From an optimization exercise on the open Yosys and OpenROAD flow, aimed at small area and a short achievable clock period; shortcuts taken in it are not production practice.
In this exercise RTL edits were held to simulation tests only and were not proved equivalent to the original.
No activity file was given, so power comes from the tool's default toggle rates.

Design calc_core, start of the top module:
module calc_core (
	input clk,
	input [12:0] op_a,       
	input [12:0] op_b,       
	input [3:0] operator,    
	output [6:0] hex0,       
	output [6:0] hex1,
	output [6:0] hex2,
	output [6:0] hex3,
	output [6:0] hex4,
	output [6:0] hex5,       
	output [6:0] hex6        
);
	wire zeroA = (op_a[11:0] == 12'd0);
	wire zeroB = (op_b[11:0] == 12'd0);
	wire sameMag = (op_a[11:0] == op_b[11:0]);
	wire lessMag = (op_a[11:0] < op_b[11:0]);
	wire [3:0] s0, s5;
	wire [4:0] s1, s2, s3, s4;
	wire sign, high0;
	calculator u_calc (clk, op_a[3:0], op_a[7:4], op_a[11:8], op_b[3:0], op_b[7:4], op_b[11:8],
		op_a[12], zeroA, op_b[12], zeroB, sameMag, lessMag, operator,
		s0, s1, s2, s3, s4, s5, sign, high0);
	wire [23:0] d;
	resolve u_res (s0, s1, s2, s3, s4, s5, d);
	wire [23:0] bcd = {d[23:12] & {12{~high0}}, d[11:0]};
	seg7 u_seg0 (bcd[3:0], hex0);
	seg7 u_seg1 (bcd[7:4], hex1);
	seg7 u_seg2 (bcd[11:8], hex2);
	seg7 u_seg3 (bcd[15:12], hex3);
	seg7 u_seg4 (bcd[19:16], hex4);
	seg7 u_seg5 (bcd[23:20], hex5);
	assign hex6 = sign ? 7'b0111111 : 7'b1000000;
endmodule
Size: about 2,000 cells after synthesis, about 80 I/O pins.
==> flow/config.mk <==
export PLATFORM = sky130hd
export DESIGN_NAME = calc_core
export DESIGN_NICKNAME = calc_core
export VERILOG_FILES = /design/flow/design.v
export SDC_FILE = /design/flow/constraint.sdc
export NUM_CORES = 4
export LEC_CHECK = 0
export ABC_AREA = 1
export CAP_MARGIN = 20
export CORE_MARGIN = 2
export CORE_UTILIZATION = 60
export CTS_BUF_LIST = sky130_fd_sc_hd__clkbuf_2 sky130_fd_sc_hd__clkbuf_4
export SLEW_MARGIN = 20
==> flow/constraint.sdc <==
create_clock -name core_clock -period 20.0 [get_ports {clk}]
set_input_delay 4.0000 -clock core_clock [delete_from_list [all_inputs] [get_ports {clk}]]
set_output_delay 4.0000 -clock core_clock [all_outputs]
set_load 0.01 [all_outputs]
standard.sh (not shown) runs the stock make flow with config.mk's settings and CLKGATE_MAP_FILE= SYNTH_SCRIPT=/design/flow/synth_recipe.tcl, a recipe that flattens the netlist after the stock synthesis.
==> flow/flow/run.sh <==
#!/bin/bash
# Own layout flow: the standard ORFS flow (standard.sh), with synthesis
# mapping logic with flow/abc_area.script and without adder cells, and the
# extra make variables listed one per line in flow/make_args.txt.
set -euo pipefail
WORK=$(pwd)
rm -rf "$WORK/scripts_own"
cp -r "$FLOW_HOME/scripts" "$WORK/scripts_own"
cp "$WORK/flow/abc_area.script" "$WORK/scripts_own/abc_area.script"
ARGS=()
if [ -f "$WORK/flow/make_args.txt" ]; then
  while IFS= read -r line; do
    [ -n "$line" ] && ARGS+=("$line")
  done < "$WORK/flow/make_args.txt"
fi
bash standard.sh finish ABC_AREA=1 ADDER_MAP_FILE= SCRIPTS_DIR="$WORK/scripts_own" "${ARGS[@]}" > "$WORK/flow_make.log" 2>&1
==> flow/flow/abc_area.script <==
strash
dch
map -B 0.9
topo
stime -c
buffer -c
upsize -c
dnsize -c
==> flow/flow/make_args.txt <==
BUFFER_PORTS_ARGS=-buffer_cell sky130_fd_sc_hd__buf_2
The baseline ran to the end with no violations.
Next try:
CTS_BUF_LIST = unset   (was sky130_fd_sc_hd__clkbuf_2 sky130_fd_sc_hd__clkbuf_4)
The changed run finished with timing, DRC and antenna clean.
Worst setup slack is worse by 0.10 ns.
Global-route usage hardly moves.
Cell area rises slightly.
Die area does not change.

calc_core, a different RTL version from the one above (not shown whole).
For scale: roughly 30 flip-flops, about 80 I/O pins, ~0.010 sq mm of cells after synthesis.
Settings: LEC_CHECK=0, ABC_AREA=1, CAP_MARGIN=20, CORE_MARGIN=2, CORE_UTILIZATION=60, SLEW_MARGIN=20; clock period 20.0 ns.
==> flow/flow/run.sh <==
#!/bin/bash
# Own layout flow: the standard ORFS flow (standard.sh), with synthesis
# mapping logic with flow/abc_area.script and without adder cells, and the
# extra make variables listed one per line in flow/make_args.txt
# (@WORK@ there stands for the work folder).
set -euo pipefail
WORK=$(pwd)
rm -rf "$WORK/scripts_own"
cp -r "$FLOW_HOME/scripts" "$WORK/scripts_own"
cp "$WORK/flow/abc_area.script" "$WORK/scripts_own/abc_area.script"
ARGS=()
if [ -f "$WORK/flow/make_args.txt" ]; then
  while IFS= read -r line; do
    [ -n "$line" ] && ARGS+=("${line//@WORK@/$WORK}")
  done < "$WORK/flow/make_args.txt"
fi
bash standard.sh finish ABC_AREA=1 ADDER_MAP_FILE= SCRIPTS_DIR="$WORK/scripts_own" "${ARGS[@]}" > "$WORK/flow_make.log" 2>&1
==> flow/flow/make_args.txt <==
BUFFER_PORTS_ARGS=-inputs -buffer_cell sky130_fd_sc_hd__buf_2
POST_GLOBAL_PLACE_TCL=@WORK@/flow/ports.tcl
==> flow/flow/ports.tcl <==
# Output port buffers: buf_1, each drives one output pin with its fixed load.
# (The input ports get buf_2 from buffer_ports in global_place.tcl.)
buffer_ports -outputs -buffer_cell sky130_fd_sc_hd__buf_1
Scripts as last shown in full above: flow/flow/abc_area.script
Edit:
--- a/flow/flow/run.sh
+++ b/flow/flow/run.sh
@@ -4,2 +4 @@
-# extra make variables listed one per line in flow/make_args.txt
-# (@WORK@ there stands for the work folder).
+# extra make variables listed one per line in flow/make_args.txt.
@@ -14 +13 @@
-    [ -n "$line" ] && ARGS+=("${line//@WORK@/$WORK}")
+    [ -n "$line" ] && ARGS+=("$line")
==> flow/flow/make_args.txt (replaced) <==
BUFFER_PORTS_ARGS=-buffer_cell sky130_fd_sc_hd__buf_2
removed: flow/flow/ports.tcl
After rerunning: Fmax stays flat. Routed wire length went up by 1.7%. Area after synthesis stays the same. Combinational power is higher by about 3%. Utilization increases by 0.37 points. Critical path depth is unchanged. Clock-buffer cell count does not change. Total power grows by 2.3%. Synthesized cell count stays the same.

what the ideal ports hide:
How much do the figures lean on ideal ports? The routed layouts below were timed once more, with nothing changed but the port constraints.
Step 1 (the two cells are an assumption about what drives the block):
set clk [get_ports {clk}]
set_driving_cell -lib_cell sky130_fd_sc_hd__clkbuf_16 $clk
set_driving_cell -lib_cell sky130_fd_sc_hd__buf_2 [delete_from_list [all_inputs] $clk]
Step 2, shift: input delay + t, output delay - t, t = (earliest + latest rising clock arrival at the registers) / 2. This alone moves slack from input paths to output paths.
a / b / c = ideal / step 1 / step 2; a / b = the first two.
| run | shift t [ns] | setup WS [ns] | worst setup path after step 2 | clock arrival spread, ns |
|---|---|---|---|---|
| the first run of note 1 | 0.386 | 10.626 / 10.634 / 10.248 | input to register | 0.016 / 0.016 |
| the second run of note 1 | 0.316 | 10.522 / 10.526 / 10.210 | input to register | 0.006 / 0.005 |
| the first run of note 2 | 0.311 | 10.503 / 10.518 / 10.207 | input to register | 0.005 / 0.004 |
| the second run of note 2 | 0.311 | 10.528 / 10.540 / 10.229 | input to register | 0.005 / 0.005 |
After both steps every run listed still meets setup and hold. The setup slack of the first run of note 1, which loses most, moves by +0.008 ns with the drivers and by -0.378 ns with both steps.
